Background: an optimization exercise with open tools, aiming at small area. Do not read the settings as production practice.
Function not checked in this run: the RTL went through the layout flow alone.
Power is estimated from default activity; no workload was simulated.

==> design.v <==
module not_gate (
	input a,
	output out
);
	assign out = !a;
endmodule
module xor_gatelevel_gate (
input a, b,
output out
);
wire not_a_out, not_b_out;
wire and_1_out, and_2_out;
not_gate not_1(.a(a), .out(not_a_out));
not_gate not_2(.a(b), .out(not_b_out));
and_gate and_1(.a(not_a_out), .b(b), .out(and_1_out));
and_gate and_2(.a(a), .b(not_b_out), .out(and_2_out));
or_gate or_1(.a(and_1_out), .b(and_2_out), .out(out));
endmodule
module xnor_gatelevel_gate (
    input a, b,
    output out
);
    wire not_a_out, not_b_out;
    wire and_1_out, and_2_out;
    not_gate NOT1 (.a(a), .out(not_a_out));
    not_gate NOT2 (.a(b), .out(not_b_out));
    and_gate AND1 (.a(not_a_out), .b(not_b_out), .out(and_1_out));
    and_gate AND2 (.a(a), .b(b), .out(and_2_out));
    or_gate OR1 (.a(and_1_out), .b(and_2_out), .out(out));
endmodule
module full_adder_gatelevel_module (
input a, b, cin,
output sum, cout
);
wire xor_out_1;
wire xnor_out_1;
wire not_out_1;
wire and_out_1, and_out_2, and_out_3, and_out_4;
wire or_out_1, and_out_5;
not_gate not_1(.a(a), .out(not_out_1));
xor_gatelevel_gate xor_2(.a(b),.b(cin), .out(xor_out_1));
xnor_gatelevel_gate xnor_1(.a(b), .b(cin), .out(xnor_out_1));
and_gate and_1(.a(not_out_1), .b(xor_out_1), .out(and_out_1));
and_gate and_2(.a(a), .b(xnor_out_1), .out(and_out_2));
or_gate or_1(.a(and_out_1), .b(and_out_2), .out(sum));
and_gate and_3(.a(b),.b(cin),.out(and_out_3));
and_gate and_4(.a(not_out_1),.b(and_out_3),.out(and_out_4));
or_gate or_2(.a(b), .b(cin), .out(or_out_1));
and_gate and_5(.a(a), .b(or_out_1), .out(and_out_5));
or_gate or_3(.a(and_out_5), .b(and_out_4), .out(cout));
endmodule
module sixteen_bit_ripple_carry_adder_module (
input [15:0] a, b,       
input cin,               
output [15:0] sum,       
output cout              
);
wire cout_1, cout_2, cout_3, cout_4, cout_5, cout_6, cout_7;
wire cout_8, cout_9, cout_10, cout_11, cout_12, cout_13, cout_14, cout_15;  
full_adder_gatelevel_module full_adder_0(.a(a[0]), .b(b[0]), .cin(cin), .sum(sum[0]), .cout(cout_1));
full_adder_gatelevel_module full_adder_1(.a(a[1]), .b(b[1]), .cin(cout_1), .sum(sum[1]), .cout(cout_2));
full_adder_gatelevel_module full_adder_2(.a(a[2]), .b(b[2]), .cin(cout_2), .sum(sum[2]), .cout(cout_3));
full_adder_gatelevel_module full_adder_3(.a(a[3]), .b(b[3]), .cin(cout_3), .sum(sum[3]), .cout(cout_4));
full_adder_gatelevel_module full_adder_4(.a(a[4]), .b(b[4]), .cin(cout_4), .sum(sum[4]), .cout(cout_5));
full_adder_gatelevel_module full_adder_5(.a(a[5]), .b(b[5]), .cin(cout_5), .sum(sum[5]), .cout(cout_6));
full_adder_gatelevel_module full_adder_6(.a(a[6]), .b(b[6]), .cin(cout_6), .sum(sum[6]), .cout(cout_7));
full_adder_gatelevel_module full_adder_7(.a(a[7]), .b(b[7]), .cin(cout_7), .sum(sum[7]), .cout(cout_8));
full_adder_gatelevel_module full_adder_8(.a(a[8]), .b(b[8]), .cin(cout_8), .sum(sum[8]), .cout(cout_9));
full_adder_gatelevel_module full_adder_9(.a(a[9]), .b(b[9]), .cin(cout_9), .sum(sum[9]), .cout(cout_10));
full_adder_gatelevel_module full_adder_10(.a(a[10]), .b(b[10]), .cin(cout_10), .sum(sum[10]), .cout(cout_11));
full_adder_gatelevel_module full_adder_11(.a(a[11]), .b(b[11]), .cin(cout_11), .sum(sum[11]), .cout(cout_12));
full_adder_gatelevel_module full_adder_12(.a(a[12]), .b(b[12]), .cin(cout_12), .sum(sum[12]), .cout(cout_13));
full_adder_gatelevel_module full_adder_13(.a(a[13]), .b(b[13]), .cin(cout_13), .sum(sum[13]), .cout(cout_14));
full_adder_gatelevel_module full_adder_14(.a(a[14]), .b(b[14]), .cin(cout_14), .sum(sum[14]), .cout(cout_15));
full_adder_gatelevel_module full_adder_15(.a(a[15]), .b(b[15]), .cin(cout_15), .sum(sum[15]), .cout(cout));
endmodule
module eight_bit_multiplier_structural_module (
input [7:0] a,           
input [7:0] b,           
output [15:0] result
);
wire [7:0] and_layer_0, and_layer_1, and_layer_2, and_layer_3;
wire [7:0] and_layer_4, and_layer_5, and_layer_6, and_layer_7;
wire [15:0] partialSum1, partialSum2, partialSum3, partialSum4, partialSum5, partialSum6, partialSum7;
wire cout_1, cout_2, cout_3, cout_4, cout_5, cout_6;
and_gate and_00(.a(a[0]), .b(b[0]), .out(and_layer_0[0]));
and_gate and_10(.a(a[1]), .b(b[0]), .out(and_layer_0[1]));
and_gate and_20(.a(a[2]), .b(b[0]), .out(and_layer_0[2]));
and_gate and_30(.a(a[3]), .b(b[0]), .out(and_layer_0[3]));
and_gate and_40(.a(a[4]), .b(b[0]), .out(and_layer_0[4]));
and_gate and_50(.a(a[5]), .b(b[0]), .out(and_layer_0[5]));
and_gate and_60(.a(a[6]), .b(b[0]), .out(and_layer_0[6]));
and_gate and_70(.a(a[7]), .b(b[0]), .out(and_layer_0[7]));
and_gate and_01(.a(a[0]), .b(b[1]), .out(and_layer_1[0]));
and_gate and_11(.a(a[1]), .b(b[1]), .out(and_layer_1[1]));
and_gate and_21(.a(a[2]), .b(b[1]), .out(and_layer_1[2]));
and_gate and_31(.a(a[3]), .b(b[1]), .out(and_layer_1[3]));
and_gate and_41(.a(a[4]), .b(b[1]), .out(and_layer_1[4]));
and_gate and_51(.a(a[5]), .b(b[1]), .out(and_layer_1[5]));
and_gate and_61(.a(a[6]), .b(b[1]), .out(and_layer_1[6]));
and_gate and_71(.a(a[7]), .b(b[1]), .out(and_layer_1[7]));
and_gate and_02(.a(a[0]), .b(b[2]), .out(and_layer_2[0]));
and_gate and_12(.a(a[1]), .b(b[2]), .out(and_layer_2[1]));
and_gate and_22(.a(a[2]), .b(b[2]), .out(and_layer_2[2]));
and_gate and_32(.a(a[3]), .b(b[2]), .out(and_layer_2[3]));
and_gate and_42(.a(a[4]), .b(b[2]), .out(and_layer_2[4]));
and_gate and_52(.a(a[5]), .b(b[2]), .out(and_layer_2[5]));
and_gate and_62(.a(a[6]), .b(b[2]), .out(and_layer_2[6]));
and_gate and_72(.a(a[7]), .b(b[2]), .out(and_layer_2[7]));
and_gate and_03(.a(a[0]), .b(b[3]), .out(and_layer_3[0]));
and_gate and_13(.a(a[1]), .b(b[3]), .out(and_layer_3[1]));
and_gate and_23(.a(a[2]), .b(b[3]), .out(and_layer_3[2]));
and_gate and_33(.a(a[3]), .b(b[3]), .out(and_layer_3[3]));
and_gate and_43(.a(a[4]), .b(b[3]), .out(and_layer_3[4]));
and_gate and_53(.a(a[5]), .b(b[3]), .out(and_layer_3[5]));
and_gate and_63(.a(a[6]), .b(b[3]), .out(and_layer_3[6]));
and_gate and_73(.a(a[7]), .b(b[3]), .out(and_layer_3[7]));
and_gate and_04(.a(a[0]), .b(b[4]), .out(and_layer_4[0]));
and_gate and_14(.a(a[1]), .b(b[4]), .out(and_layer_4[1]));
and_gate and_24(.a(a[2]), .b(b[4]), .out(and_layer_4[2]));
and_gate and_34(.a(a[3]), .b(b[4]), .out(and_layer_4[3]));
and_gate and_44(.a(a[4]), .b(b[4]), .out(and_layer_4[4]));
and_gate and_54(.a(a[5]), .b(b[4]), .out(and_layer_4[5]));
and_gate and_64(.a(a[6]), .b(b[4]), .out(and_layer_4[6]));
and_gate and_74(.a(a[7]), .b(b[4]), .out(and_layer_4[7]));
and_gate and_05(.a(a[0]), .b(b[5]), .out(and_layer_5[0]));
and_gate and_15(.a(a[1]), .b(b[5]), .out(and_layer_5[1]));
and_gate and_25(.a(a[2]), .b(b[5]), .out(and_layer_5[2]));
and_gate and_35(.a(a[3]), .b(b[5]), .out(and_layer_5[3]));
and_gate and_45(.a(a[4]), .b(b[5]), .out(and_layer_5[4]));
and_gate and_55(.a(a[5]), .b(b[5]), .out(and_layer_5[5]));
and_gate and_65(.a(a[6]), .b(b[5]), .out(and_layer_5[6]));
and_gate and_75(.a(a[7]), .b(b[5]), .out(and_layer_5[7]));
and_gate and_06(.a(a[0]), .b(b[6]), .out(and_layer_6[0]));
and_gate and_16(.a(a[1]), .b(b[6]), .out(and_layer_6[1]));
and_gate and_26(.a(a[2]), .b(b[6]), .out(and_layer_6[2]));
and_gate and_36(.a(a[3]), .b(b[6]), .out(and_layer_6[3]));
and_gate and_46(.a(a[4]), .b(b[6]), .out(and_layer_6[4]));
and_gate and_56(.a(a[5]), .b(b[6]), .out(and_layer_6[5]));
and_gate and_66(.a(a[6]), .b(b[6]), .out(and_layer_6[6]));
and_gate and_76(.a(a[7]), .b(b[6]), .out(and_layer_6[7]));
and_gate and_07(.a(a[0]), .b(b[7]), .out(and_layer_7[0]));
and_gate and_17(.a(a[1]), .b(b[7]), .out(and_layer_7[1]));
and_gate and_27(.a(a[2]), .b(b[7]), .out(and_layer_7[2]));
and_gate and_37(.a(a[3]), .b(b[7]), .out(and_layer_7[3]));
and_gate and_47(.a(a[4]), .b(b[7]), .out(and_layer_7[4]));
and_gate and_57(.a(a[5]), .b(b[7]), .out(and_layer_7[5]));
and_gate and_67(.a(a[6]), .b(b[7]), .out(and_layer_7[6]));
and_gate and_77(.a(a[7]), .b(b[7]), .out(and_layer_7[7]));
sixteen_bit_ripple_carry_adder_module first_step(
    .a({8'b00000000, and_layer_0}),
    .b({7'b0000000, and_layer_1, 1'b0}),
    .cin(1'b0),
    .sum(partialSum1),
    .cout(cout_1)
);
sixteen_bit_ripple_carry_adder_module second_step(
    .a(partialSum1),
    .b({6'b000000, and_layer_2, 2'b00}),
    .cin(1'b0),
    .sum(partialSum2),
    .cout(cout_2)
);
sixteen_bit_ripple_carry_adder_module third_step(
    .a(partialSum2),
    .b({5'b00000, and_layer_3, 3'b000}),
    .cin(1'b0),
    .sum(partialSum3),
    .cout(cout_3)
);
sixteen_bit_ripple_carry_adder_module fourth_step(
    .a(partialSum3),
    .b({4'b0000, and_layer_4, 4'b0000}),
    .cin(1'b0),
    .sum(partialSum4),
    .cout(cout_4)
);
sixteen_bit_ripple_carry_adder_module fifth_step(
    .a(partialSum4),
    .b({3'b000, and_layer_5, 5'b000}),
    .cin(1'b0),
    .sum(partialSum5),
    .cout(cout_5)
);
sixteen_bit_ripple_carry_adder_module sixth_step(
    .a(partialSum5),
    .b({2'b00, and_layer_6, 6'b000000}),
    .cin(1'b0),
    .sum(partialSum6),
    .cout(cout_6)
);
sixteen_bit_ripple_carry_adder_module seventh_step(
    .a(partialSum6),
    .b({1'b0, and_layer_7, 7'b0000000}),
    .cin(1'b0),
    .sum(partialSum7),
    .cout()
);
assign result = partialSum7;
endmodule
module computation_module (
input [7:0] x0, x1, x2, x3, x4, x5, x6, x7,
input [7:0] w0, w1, w2, w3, w4, w5, w6, w7,
output [7:0] result
);
wire [15:0] o0, o1, o2, o3, o4, o5, o6, o7, o8, o9, o10, o11, o12, o13, o14;
eight_bit_multiplier_structural_module ebm1 (.a(x0), .b(w0), .result(o0));
eight_bit_multiplier_structural_module ebm2 (.a(x1), .b(w1), .result(o1));
sixteen_bit_ripple_carry_adder_module sba1 (.a(o0), .b(o1), .cin(0), .sum(o2), .cout());
eight_bit_multiplier_structural_module ebm3 (.a(x2), .b(w2), .result(o3));
sixteen_bit_ripple_carry_adder_module sba2 (.a(o2), .b(o3), .cin(0), .sum(o4), .cout());
eight_bit_multiplier_structural_module ebm4 (.a(x3), .b(w3), .result(o5));
sixteen_bit_ripple_carry_adder_module sba3 (.a(o4), .b(o5), .cin(0), .sum(o6), .cout());
eight_bit_multiplier_structural_module ebm5 (.a(x4), .b(w4), .result(o7));
sixteen_bit_ripple_carry_adder_module sba4 (.a(o6), .b(o7), .cin(0), .sum(o8), .cout());
eight_bit_multiplier_structural_module ebm6 (.a(x5), .b(w5), .result(o9));
sixteen_bit_ripple_carry_adder_module sba5 (.a(o8), .b(o9), .cin(0), .sum(o10), .cout());
eight_bit_multiplier_structural_module ebm7 (.a(x6), .b(w6), .result(o11));
sixteen_bit_ripple_carry_adder_module sba6 (.a(o10), .b(o11), .cin(0), .sum(o12), .cout());
eight_bit_multiplier_structural_module ebm8 (.a(x7), .b(w7), .result(o13));
sixteen_bit_ripple_carry_adder_module sba7 (.a(o12), .b(o13), .cin(0), .sum(o14), .cout());
assign result = o14[7:0];
endmodule
module d_flip_flop_en_asyncRst (
    input d,
    input clk, rst, en,
    output reg q
);
    always @(posedge clk or posedge rst) begin
        if (rst) begin
            q <= 1'b0;
        end
        else if (en) begin
            q <= d;
        end
    end
endmodule
module d_flip_flop_8bit (
    input [7:0] d,
    input clk, rst, en,
    output [7:0] q
);
    d_flip_flop_en_asyncRst dff0 (.d(d[0]), .clk(clk), .rst(rst), .en(en), .q(q[0]));
    d_flip_flop_en_asyncRst dff1 (.d(d[1]), .clk(clk), .rst(rst), .en(en), .q(q[1]));
    d_flip_flop_en_asyncRst dff2 (.d(d[2]), .clk(clk), .rst(rst), .en(en), .q(q[2]));
    d_flip_flop_en_asyncRst dff3 (.d(d[3]), .clk(clk), .rst(rst), .en(en), .q(q[3]));
    d_flip_flop_en_asyncRst dff4 (.d(d[4]), .clk(clk), .rst(rst), .en(en), .q(q[4]));
    d_flip_flop_en_asyncRst dff5 (.d(d[5]), .clk(clk), .rst(rst), .en(en), .q(q[5]));
    d_flip_flop_en_asyncRst dff6 (.d(d[6]), .clk(clk), .rst(rst), .en(en), .q(q[6]));
    d_flip_flop_en_asyncRst dff7 (.d(d[7]), .clk(clk), .rst(rst), .en(en), .q(q[7]));
endmodule
module memory_module (
    input [127:0] in,        
    input clk, rst, en, mode,    
    output [127:0] out       
);
    wire [7:0] q [0:15];     
    wire write_enable, read_enable;
    wire not_mode;
    wire [127:0] mux_out;
    wire [7:0] out_reset;
    not_gate notmode (.a(mode), .out(not_mode));
    and_gate writeenable (.a(en), .b(mode), .out(write_enable));
    and_gate readenable (.a(en), .b(not_mode), .out(read_enable));
    d_flip_flop_8bit mem0 (.d(write_enable ? in[7:0] : q[0]), .clk(clk), .rst(rst), .en(en), .q(q[0]));
    d_flip_flop_8bit mem1 (.d(write_enable ? in[15:8] : q[1]), .clk(clk), .rst(rst), .en(en), .q(q[1]));
    d_flip_flop_8bit mem2 (.d(write_enable ? in[23:16] : q[2]), .clk(clk), .rst(rst), .en(en), .q(q[2]));
    d_flip_flop_8bit mem3 (.d(write_enable ? in[31:24] : q[3]), .clk(clk), .rst(rst), .en(en), .q(q[3]));
    d_flip_flop_8bit mem4 (.d(write_enable ? in[39:32] : q[4]), .clk(clk), .rst(rst), .en(en), .q(q[4]));
    d_flip_flop_8bit mem5 (.d(write_enable ? in[47:40] : q[5]), .clk(clk), .rst(rst), .en(en), .q(q[5]));
    d_flip_flop_8bit mem6 (.d(write_enable ? in[55:48] : q[6]), .clk(clk), .rst(rst), .en(en), .q(q[6]));
    d_flip_flop_8bit mem7 (.d(write_enable ? in[63:56] : q[7]), .clk(clk), .rst(rst), .en(en), .q(q[7]));
    d_flip_flop_8bit mem8 (.d(write_enable ? in[71:64] : q[8]), .clk(clk), .rst(rst), .en(en), .q(q[8]));
    d_flip_flop_8bit mem9 (.d(write_enable ? in[79:72] : q[9]), .clk(clk), .rst(rst), .en(en), .q(q[9]));
    d_flip_flop_8bit mem10 (.d(write_enable ? in[87:80] : q[10]), .clk(clk), .rst(rst), .en(en), .q(q[10]));
    d_flip_flop_8bit mem11 (.d(write_enable ? in[95:88] : q[11]), .clk(clk), .rst(rst), .en(en), .q(q[11]));
    d_flip_flop_8bit mem12 (.d(write_enable ? in[103:96] : q[12]), .clk(clk), .rst(rst), .en(en), .q(q[12]));
    d_flip_flop_8bit mem13 (.d(write_enable ? in[111:104] : q[13]), .clk(clk), .rst(rst), .en(en), .q(q[13]));
    d_flip_flop_8bit mem14 (.d(write_enable ? in[119:112] : q[14]), .clk(clk), .rst(rst), .en(en), .q(q[14]));
    d_flip_flop_8bit mem15 (.d(write_enable ? in[127:120] : q[15]), .clk(clk), .rst(rst), .en(en), .q(q[15]));  
    assign out_reset = 8'b0;
    assign mux_out[7:0]     = (en == 1'b0) ? out_reset : (read_enable ? q[0] : 8'b0);    
    assign mux_out[15:8]    = (en == 1'b0) ? out_reset : (read_enable ? q[1] : 8'b0);  
    assign mux_out[23:16]   = (en == 1'b0) ? out_reset : (read_enable ? q[2] : 8'b0);  
    assign mux_out[31:24]   = (en == 1'b0) ? out_reset : (read_enable ? q[3] : 8'b0);  
    assign mux_out[39:32]   = (en == 1'b0) ? out_reset : (read_enable ? q[4] : 8'b0);  
    assign mux_out[47:40]   = (en == 1'b0) ? out_reset : (read_enable ? q[5] : 8'b0);  
    assign mux_out[55:48]   = (en == 1'b0) ? out_reset : (read_enable ? q[6] : 8'b0);  
    assign mux_out[63:56]   = (en == 1'b0) ? out_reset : (read_enable ? q[7] : 8'b0);  
    assign mux_out[71:64]   = (en == 1'b0) ? out_reset : (read_enable ? q[8] : 8'b0);  
    assign mux_out[79:72]   = (en == 1'b0) ? out_reset : (read_enable ? q[9] : 8'b0);  
    assign mux_out[87:80]   = (en == 1'b0) ? out_reset : (read_enable ? q[10] : 8'b0);  
    assign mux_out[95:88]   = (en == 1'b0) ? out_reset : (read_enable ? q[11] : 8'b0);  
    assign mux_out[103:96]  = (en == 1'b0) ? out_reset : (read_enable ? q[12] : 8'b0);  
    assign mux_out[111:104] = (en == 1'b0) ? out_reset : (read_enable ? q[13] : 8'b0);  
    assign mux_out[119:112] = (en == 1'b0) ? out_reset : (read_enable ? q[14] : 8'b0);
    assign mux_out[127:120] = (en == 1'b0) ? out_reset : (read_enable ? q[15] : 8'b0);  
    d_flip_flop_8bit out_ff0 (.d(mux_out[7:0]), .clk(clk), .rst(rst), .en(1'b1), .q(out[7:0]));
    d_flip_flop_8bit out_ff1 (.d(mux_out[15:8]), .clk(clk), .rst(rst), .en(1'b1), .q(out[15:8]));
    d_flip_flop_8bit out_ff2 (.d(mux_out[23:16]), .clk(clk), .rst(rst), .en(1'b1), .q(out[23:16]));
    d_flip_flop_8bit out_ff3 (.d(mux_out[31:24]), .clk(clk), .rst(rst), .en(1'b1), .q(out[31:24]));
    d_flip_flop_8bit out_ff4 (.d(mux_out[39:32]), .clk(clk), .rst(rst), .en(1'b1), .q(out[39:32]));
    d_flip_flop_8bit out_ff5 (.d(mux_out[47:40]), .clk(clk), .rst(rst), .en(1'b1), .q(out[47:40]));
    d_flip_flop_8bit out_ff6 (.d(mux_out[55:48]), .clk(clk), .rst(rst), .en(1'b1), .q(out[55:48]));
    d_flip_flop_8bit out_ff7 (.d(mux_out[63:56]), .clk(clk), .rst(rst), .en(1'b1), .q(out[63:56]));
    d_flip_flop_8bit out_ff8 (.d(mux_out[71:64]), .clk(clk), .rst(rst), .en(1'b1), .q(out[71:64]));
    d_flip_flop_8bit out_ff9 (.d(mux_out[79:72]), .clk(clk), .rst(rst), .en(1'b1), .q(out[79:72]));
    d_flip_flop_8bit out_ff10 (.d(mux_out[87:80]), .clk(clk), .rst(rst), .en(1'b1), .q(out[87:80]));
    d_flip_flop_8bit out_ff11 (.d(mux_out[95:88]), .clk(clk), .rst(rst), .en(1'b1), .q(out[95:88]));
    d_flip_flop_8bit out_ff12 (.d(mux_out[103:96]), .clk(clk), .rst(rst), .en(1'b1), .q(out[103:96]));
    d_flip_flop_8bit out_ff13 (.d(mux_out[111:104]), .clk(clk), .rst(rst), .en(1'b1), .q(out[111:104]));
    d_flip_flop_8bit out_ff14 (.d(mux_out[119:112]), .clk(clk), .rst(rst), .en(1'b1), .q(out[119:112]));
    d_flip_flop_8bit out_ff15 (.d(mux_out[127:120]), .clk(clk), .rst(rst), .en(1'b1), .q(out[127:120]));
endmodule
module controller_module (
	input clk, rst, 
	input init,
	output reg [1:0] out, state, next_state
);
	parameter S0 = 0, S1 = 1, S2 = 2, S3 = 3;
	always @(*) begin
		if (rst == 1'b1) begin
			next_state = S0;
		end
		else begin
			case (state)
				S0: next_state = init ? S1 : S0;
				S1: next_state = init ? S0 : S2;
				S2: next_state = init ? S0 : S3;
				S3: next_state = init ? S0 : S3;
				default: next_state = S0;
			endcase
		end
	end
	always @(*) begin
		case (state)
			S0: out = S0;
			S1: out = S1;
			S2: out = S2;
			S3: out = S3;
			default: out = S0;
		endcase
	end
	always @(posedge clk) begin
	    state <= next_state;
	end
endmodule
module submodule_gatelevel_module (
    input [3:0] in,
    output [3:0] out
);
    wire not_1_out, not_2_out, not_3_out, not_4_out, not_5_out;
    wire and_1_out, and_2_out, and_3_out, and_4_out, and_5_out, and_6_out, and_7_out, and_8_out, and_9_out, and_10_out;
    wire or_1_out, or_2_out;
    not_gate not_1(.a(in[3]), .out(not_1_out));  
    not_gate not_2(.a(in[2]), .out(not_2_out));  
    not_gate not_3(.a(in[1]), .out(not_3_out));  
    not_gate not_4(.a(in[0]), .out(not_4_out));  
    and_gate and_1(.a(in[2]), .b(in[1]), .out(and_1_out));  
    and_gate and_2(.a(in[2]), .b(in[0]), .out(and_2_out));  
    or_gate or_1(.a(in[3]), .b(and_1_out), .out(or_1_out));  
    or_gate or_2(.a(or_1_out), .b(and_2_out), .out(out[3]));
    and_gate and_3(.a(in[3]), .b(in[0]), .out(and_3_out));  
    and_gate and_4(.a(in[2]), .b(not_4_out), .out(and_4_out));  
    and_gate and_5(.a(and_4_out), .b(not_3_out), .out(and_5_out));  
    or_gate or_3(.a(and_3_out), .b(and_5_out), .out(out[2]));
    not_gate not_5(.a(and_4_out), .out(not_5_out));  
    and_gate and_6(.a(not_5_out), .b(in[1]), .out(and_6_out));  
    and_gate and_7(.a(in[3]), .b(not_4_out), .out(and_7_out));  
    or_gate or_4(.a(and_6_out), .b(and_7_out), .out(out[1])); 
    and_gate and_8(.a(not_1_out), .b(not_2_out), .out(and_8_out));
    and_gate and_9(.a(and_8_out),.b(in[0]), .out(and_9_out));
    and_gate and_10(.a(and_1_out),.b(not_4_out),.out(and_10_out));
    or_gate or_5(.a(and_7_out), .b(and_9_out), .out(or_2_out));
    or_gate or_6(.a(or_2_out), .b(and_10_out), .out(out[0]));
endmodule
module binary_to_BCD_converter_structural_module (
    input [7:0] eight_bit_input,
    output [11:0] BCD_code
);
    wire [18:0] t;
    assign BCD_code[0] = eight_bit_input[0];
    assign BCD_code[11:10]= 2'b00;
    submodule_gatelevel_module C1 (.in({1'b0, eight_bit_input[7:5]}), .out(t[3:0]));
    submodule_gatelevel_module C2 (.in({t[2:0], eight_bit_input[4]}), .out(t[7:4]));
    submodule_gatelevel_module C3 (.in({t[6:4], eight_bit_input[3]}), .out(t[11:8]));
    submodule_gatelevel_module C4 (.in({t[10:8], eight_bit_input[2]}), .out(t[15:12]));
    submodule_gatelevel_module C5 (.in({t[14:12], eight_bit_input[1]}), .out(BCD_code[4:1]));
    submodule_gatelevel_module C6 (.in({1'b0, t[3], t[7], t[11]}), .out({BCD_code[9], t[18:16]}));
    submodule_gatelevel_module C7 (.in(t[18:15]), .out(BCD_code[8:5]));
endmodule
module BCD_to_7segment_gatelevel (
    input wire [3:0] BCD,
    output wire A, B, C, D, E, F, G
);
    reg [6:0] gfedcba;
    always @(*) begin
        case (BCD)
            4'd0: gfedcba = 7'b1000000;
            4'd1: gfedcba = 7'b1111001;
            4'd2: gfedcba = 7'b0100100;
            4'd3: gfedcba = 7'b0110000;
            4'd4: gfedcba = 7'b0011001;
            4'd5: gfedcba = 7'b0010010;
            4'd6: gfedcba = 7'b0000010;
            4'd7: gfedcba = 7'b1111000;
            4'd8: gfedcba = 7'b0000000;
            4'd9: gfedcba = 7'b0010000;
            default: gfedcba = 7'b1111111;
        endcase
    end
    assign {G, F, E, D, C, B, A} = gfedcba;
endmodule
module counter_3bit_structural (
    input clk, rst,
    output reg [2:0] count
);
    always @(posedge clk or posedge rst) begin
        if (rst)
            count <= 3'b000;
        else
            count <= count + 3'b001;
    end
endmodule
module com_decoder (
    input [2:0] cnt_scan,
    output [7:0] com
);
    assign com = 8'b00000001 << cnt_scan;
endmodule
module seg_mux (
    input [2:0] cnt_scan,
    input [6:0] seg0, seg1, seg2, seg3, seg4, seg5, seg6, seg7,
    output reg [6:0] seven_seg
);
    always @(*) begin
        case (cnt_scan)
            3'd0: seven_seg = seg0;
            3'd1: seven_seg = seg1;
            3'd2: seven_seg = seg2;
            3'd3: seven_seg = seg3;
            3'd4: seven_seg = seg4;
            3'd5: seven_seg = seg5;
            3'd6: seven_seg = seg6;
            default: seven_seg = seg7;
        endcase
    end
endmodule
module seven_segment_controller_structural (
    input clk, rst,
    input [6:0] seg0, seg1, seg2, seg3, seg4, seg5, seg6, seg7,  
    output [7:0] com,     
    output [6:0] seven_seg  
);
    wire [2:0] cnt_scan;  
    counter_3bit_structural counter (
        .clk(clk),
        .rst(rst),
        .count(cnt_scan)
    );
    com_decoder com_dec (
        .cnt_scan(cnt_scan),
        .com(com)
    );
    seg_mux seg_decoder (
        .cnt_scan(cnt_scan),
        .seg0(seg0), .seg1(seg1), .seg2(seg2), .seg3(seg3),
        .seg4(seg4), .seg5(seg5), .seg6(seg6), .seg7(seg7),
        .seven_seg(seven_seg)
    );
endmodule
module display_module (
    input clk,                   
    input rst,                   
    input [7:0] binary_value,    
    output [7:0] com,            
    output [6:0] seven_seg       
);
    wire [11:0] BCD_code;        
    wire [6:0] seg0, seg1, seg2;  
    binary_to_BCD_converter_structural_module binary_to_BCD (
        .eight_bit_input(binary_value),
        .BCD_code(BCD_code)
    );
    BCD_to_7segment_gatelevel BCD_to_7seg_hundreds (
        .BCD(BCD_code[11:8]),    
        .A(seg0[0]), .B(seg0[1]), .C(seg0[2]),
        .D(seg0[3]), .E(seg0[4]), .F(seg0[5]), .G(seg0[6])
    );
    BCD_to_7segment_gatelevel BCD_to_7seg_tens (
        .BCD(BCD_code[7:4]),     
        .A(seg1[0]), .B(seg1[1]), .C(seg1[2]),
        .D(seg1[3]), .E(seg1[4]), .F(seg1[5]), .G(seg1[6])
    );
    BCD_to_7segment_gatelevel BCD_to_7seg_units (
        .BCD(BCD_code[3:0]),     
        .A(seg2[0]), .B(seg2[1]), .C(seg2[2]),
        .D(seg2[3]), .E(seg2[4]), .F(seg2[5]), .G(seg2[6])
    );
    seven_segment_controller_structural seven_seg_ctrl (
        .clk(clk),
        .rst(rst),
        .seg0(seg0), 
        .seg1(seg1), 
        .seg2(seg2), 
        .seg3(7'b0000000), 
        .seg4(7'b0000000), 
        .seg5(7'b0000000), 
        .seg6(7'b0000000), 
        .seg7(7'b0000000),
        .com(com),
        .seven_seg(seven_seg)
    );
endmodule
module top_module (
    input clk,                   
    input rst,                   
    input en,                    
    input init,                  
    input [127:0] in_data,       
    output [6:0] seven_seg,      
    output [7:0] com             
);
    wire [127:0] mem_out;         
    wire [7:0] computation_result;  
    wire [127:0] mem_input_mux;   
    wire [7:0] display_mux;       
    wire mode, mem_en;            
    wire [1:0] state, next_state;  
    wire [1:0] controller_out;    
    controller_module ctrl_inst (
        .clk(clk),
        .rst(rst),
        .init(init),
        .out(controller_out),
        .state(state),
        .next_state(next_state)
    );
    mux2_1_128bit mem_input_mux_inst (
        .a(128'b0),            
        .b(in_data),           
        .sel(controller_out == 2'b00 || controller_out == 2'b01),  
        .out(mem_input_mux)
    );
    memory_module mem_inst (
        .in(mem_input_mux),
        .clk(clk),
        .rst(rst),
        .en(mem_en),
        .mode(mode),
        .out(mem_out)
    );
    and_gate mem_enable_logic (
        .a(en),
        .b(controller_out != 2'b00),  
        .out(mem_en)
    );
    or_gate mem_mode_logic (
        .a(controller_out == 2'b01),  
        .b(1'b0),                     
        .out(mode)
    );
    computation_module comp_inst (
        .x0(mem_out[7:0]), 
        .x1(mem_out[15:8]), 
        .x2(mem_out[23:16]), 
        .x3(mem_out[31:24]), 
        .x4(mem_out[39:32]), 
        .x5(mem_out[47:40]), 
        .x6(mem_out[55:48]), 
        .x7(mem_out[63:56]),
        .w0(mem_out[71:64]), 
        .w1(mem_out[79:72]), 
        .w2(mem_out[87:80]), 
        .w3(mem_out[95:88]), 
        .w4(mem_out[103:96]), 
        .w5(mem_out[111:104]), 
        .w6(mem_out[119:112]), 
        .w7(mem_out[127:120]),
        .result(computation_result)
    );
    mux2_1_8bit display_mux_inst (
        .a(mem_out[7:0]),           
        .b(computation_result),     
        .sel(controller_out == 2'b11),  
        .out(display_mux)
    );
    display_module disp_inst (
        .clk(clk),
        .rst(rst),
        .binary_value(display_mux),
        .com(com),
        .seven_seg(seven_seg)
    );
endmodule
module mux2_1_128bit (
    input [127:0] a, b,    
    input sel,             
    output [127:0] out     
);
    assign out = sel ? b : a;
endmodule
module mux2_1_8bit (
    input [7:0] a, b,      
    input sel,             
    output [7:0] out       
);
    assign out = sel ? b : a;
endmodule
module and_gate (
    input a, b,            
    output out             
);
    assign out = a & b;
endmodule
module or_gate (
    input a, b,            
    output out             
);
    assign out = a | b;
endmodule
==> run.sh <==
#!/bin/bash
# synth_recipe.tcl (not shown) runs the flow's synth.tcl, then flattens the netlist and writes it again
# the make line also repeats each setting of config.mk as NAME=value (left out here)
make -C /OpenROAD-flow-scripts/flow DESIGN_CONFIG=/design/flow/config.mk WORK_HOME=/design/flow/orfs CLKGATE_MAP_FILE= SYNTH_SCRIPT=/design/flow/synth_recipe.tcl finish
==> config.mk <==
export PLATFORM = sky130hd
export DESIGN_NAME = top_module
export DESIGN_NICKNAME = top_module
export VERILOG_FILES = /design/flow/design.v
export SDC_FILE = /design/flow/constraint.sdc
export NUM_CORES = 4
export LEC_CHECK = 0
export CAP_MARGIN = 20
export CORE_MARGIN = 2
export CORE_UTILIZATION = 40
export SLEW_MARGIN = 20
==> constraint.sdc <==
create_clock -name core_clock -period 18.0 [get_ports {clk}]
set_input_delay 3.6000 -clock core_clock [delete_from_list [all_inputs] [get_ports {clk}]]
set_output_delay 3.6000 -clock core_clock [all_outputs]
set_load 0.01 [all_outputs]
==> notes.md <==
layout by cell type, fill, tap and decap left out, types with 3 or more instances in the layout:
cell type / netlist / final
ha_1: 407 / 407
inv_1: 402 / 401
nand2_1: 277 / 277
dfrtp_1: 259 / 259
xnor2_1: 148 / 148
mux2_2: 146 / 146
clkdlybuf4s50_1: 0 / 145
and3_1: 130 / 130
and2_1: 109 / 109
xor2_1: 98 / 98
o21ai_0: 71 / 71
nor2_1: 69 / 69
mux2i_1: 49 / 49
a21o_1: 39 / 39
a21oi_1: 39 / 39
clkbuf_16: 0 / 30
o21a_1: 13 / 13
xnor3_1: 10 / 10
nand3_1: 8 / 8
o21ai_1: 7 / 7
clkbuf_1: 48 / 7
buf_4: 2 / 7
clkbuf_8: 0 / 6
a31oi_1: 5 / 5
o2111ai_1: 5 / 5
clkinv_2: 0 / 4
xnor2_2: 3 / 3
xor3_1: 3 / 3
nand2b_1: 3 / 3
or3_1: 3 / 3
or2_2: 3 / 3
nor2b_1: 3 / 3
o31ai_1: 3 / 3
inv_6: 0 / 3
clkinv_4: 0 / 3
layer usage:
layer	global-route usage, %	up-vias	routed length [um]
li1	-	7941	-
met5	0	-	0
met4	3.75	0	923
met1	27.0	7689	26500
met2	31.9	229	24600
met3	2.50	48	2100
final cells by class:
| cell class | instances | area [um2] |
|---|---|---|
| antenna | 1 | 2.50 |
| clock buffer | 43 | 860 |
| clock inverter | 13 | 140 |
| fill | 5366 | 29600 |
| inverter | 402 | 1520 |
| multi-input combinational | 1684 | 14000 |
| sequential | 261 | 6530 |
| tap | 748 | 936 |
| timing repair buffer | 152 | 1500 |
power by group:
group	total [W]	switching, W	internal (W)
registers	0.000720	0.0000501	0.000670
logic	0.000162	0.0000623	0.000100
clock network	0.000611	0.000261	0.000350
through the flow:
| stage | setup WS, ps | total power [W] | std cells | util (%) |
|---|---|---|---|---|
| after floorplan | 4470 | 0.000820 | 2402 | - |
| after global routing | 732 | 0.00157 | 3303 | 46.3 |
| after global placement | 2660 | 0.000887 | 3247 | 44.5 |
| after CTS | 1620 | 0.00152 | 3303 | 46.3 |
| after detailed placement | 2340 | 0.000896 | 3247 | 44.5 |
| final | 1690 | 0.00149 | 3304 | 46.3 |
worst max path at each step:
stage,end,slack (ps),cells after the start
after floorplan,seven_seg[6],4470,49
after global placement,seven_seg[6],2660,48
after detailed placement,seven_seg[6],2340,46
after CTS,seven_seg[6],1620,48
after global routing,seven_seg[6],730,48
final,seven_seg[6],1690,48
kinds of logic after synthesis:
| group | after synthesis | synth area share, % |
|---|---|---|
| AOI/OAI and AO/OA | 203 | 5.77 |
| xor gates and xnor gates | 263 | 11.3 |
| adders and majority gates | 407 | 22.8 |
| buffers and inverters | 457 | 7.81 |
| DFF | 261 | 29.3 |
| muxes | 198 | 9.74 |
| and+or+nand+nor | 613 | 13.3 |
==> results.py <==
metrics = {
    "status": {
        "outcome": "timing/DRC/antenna clean",
    },
    "layout": {
        "final_area_um2": 25500,
        "reg_top3": "disp_inst.seven_seg_ctrl.counter.count: 3 flops, ctrl_inst.state: 2 flops",
        "top_register": "disp_inst.seven_seg_ctrl.counter.count",
        "area_delta_synth_final_pct": 14.5,
        "largest_reg_flops": 3,
        "layout-drive-gt1-share_pct": 8.61,
        "num-nets-final": 3070,
    },
    "power": {
        "peakVddDrop_mv": 0.0687,
        "p_per_area_nw_per_um2": 58.5,
        "p_leak_nw": 13.6,
    },
    "synth": {
        "syn_inst": 2402,
        "synth_warnings": 13,
        "ys_ff_latch": 261,
        "synth_ff_type": "dfrtp_1",
        "synthTopCellsByArea": "dfrtp_1, ha_1, mux2_2",
        "synth_edf_count": 0,
        "yosys-top-cells-count": "ha_1, inv_1, nand2_1, dfrtp_1, xnor2_1",
        "ys_types": 61,
        "yosysSeqAreaShare_pct": 29.3,
        "synth_fp_nets": 2941,
        "async_flop_share_pct": 99.2,
        "syn_area_um2": 22300,
        "synth.avg_cell_area_um2": 9.28,
        "post-synth-top-area-fraction_pct": 29.1,
        "yosys.area.top_type": "dfrtp_1",
        "post-synth-top-count-cell": "ha_1",
    },
    "sta": {
        "holdWs_ps": 492,
        "setup-violations-final": 0,
        "setup_tns_ps": 0,
        "finalHoldViolations": 0,
        "drv_slew": 0,
        "fin_skew_ps": 29.9,
        "slew_headroom_pct": 32.1,
        "fmax_mhz": 61.3,
        "fin_crit_sh_pct": 90.6,
        "rsz0062_at_grt": "false",
        "post-route-min-period_ps": 16310,
        "max_slew.worst_pin.slew_ps": 990,
    },
    "worst_hold_path": {
        "worstHoldPathType": "reg -> reg",
        "holdPathEnd": "mem_inst.out_ff9.dff2.q",
        "min-delay-start": "mem_inst.mem9.dff2.q",
        "whs_path_depth": 1,
    },
    "grt": {
        "grt_pass1_wl_mm": 86.9,
        "grt_pass1_vias": 16379,
        "track_usage_pct": 19.2,
        "antenna_found_initial": 1,
        "grt_max_degree": 118,
        "overflow": 0,
    },
    "clocking": {
        "cts.sinks": 261,
        "cts_inserted_buffers": 30,
        "cts_tree": "built",
        "path_clk_slew_ps": 60,
        "clk_latency_ps": 600,
        "clk_path_buf_depth": 3,
        "cts_hold_buf": 0,
        "cts_resized": 0,
        "root_buffer": "clkbuf_16",
        "htreeDepth": 1,
        "cts_setup_buffers": 0,
    },
    "floorplan": {
        "pin_count": 147,
        "fp-row-count": 86,
        "die_w_um": 240,
        "die_h_um": 240,
        "fp.dieArea_um2": 57600,
        "initial_core_util_pct": 40.5,
        "core_area_um2": 55100,
    },
    "setup_path": {
        "cp_max_fo": 11,
        "crit_required_ps": 14400,
        "cp_common_cell": "ha_1",
        "startpoint": "mem_inst.out_ff9.dff0.q",
        "slowest_delay_ps": 860,
        "critPathArrivalTime_ps": 12710,
        "cp-start-kind": "register",
        "reg2reg_from": "ctrl_inst.state[1]",
        "crit_type": "reg -> out",
        "reg2reg_to": "mem_inst.mem12.dff4.q",
        "crit_family": "XOR/XNOR gates",
        "rrSetupSlack_ps": 14690,
        "critPathBufInv": 7,
        "slowest_stage": "mux2i_1",
        "rr_worst_depth": 4,
        "cp-end-kind": "output port",
    },
    "routing": {
        "drcViolationCount": 0,
        "firstDrtPassIters": 5,
        "num_vias": 15907,
        "postRouteWirelength_mm": 54.1,
        "drt_iter0_drc": 786,
        "vias_per_cell": 4.81,
        "antenna_left": 0,
        "drt-wirelength-per-cell_um": 16.4,
    },
    "place": {
        "gp_congestion": 0.880,
        "hpwl_mm": 43.9,
        "dpl_cell_area_um2": 24500,
        "port_buffers": 146,
    },
    "run": {
        "drv_cap": 0,
    },
}

[port drivers added, routing unchanged]
Ports are ideal in the flow. The routed layout listed here was re-timed in OpenROAD. Step 1 sets driving cells, clkbuf_16 on the clock port and buf_2 on the other inputs (assumed; they add their load-dependent delay and slew). Step 2 adds t to the input delays and takes it off the output delays; t is the mean of the earliest and latest rising clock arrival at the registers after step 1. Input paths then give back, and output paths get back, about the clock's delay inside the block. a / b / c = ideal ports / drivers / drivers and shift; a / b = the first two.
t (ns): 0.643
slack for setup (ns): 1.692 / 1.637 / 2.280
worst hold slack (ns): 0.492 / 0.492 / 0.492
worst slew at a driven data input, ns: 0.10
After both steps setup and hold are still met in this run. For this run, drivers alone change the setup slack by -0.055 ns; drivers and shift together by +0.588 ns.
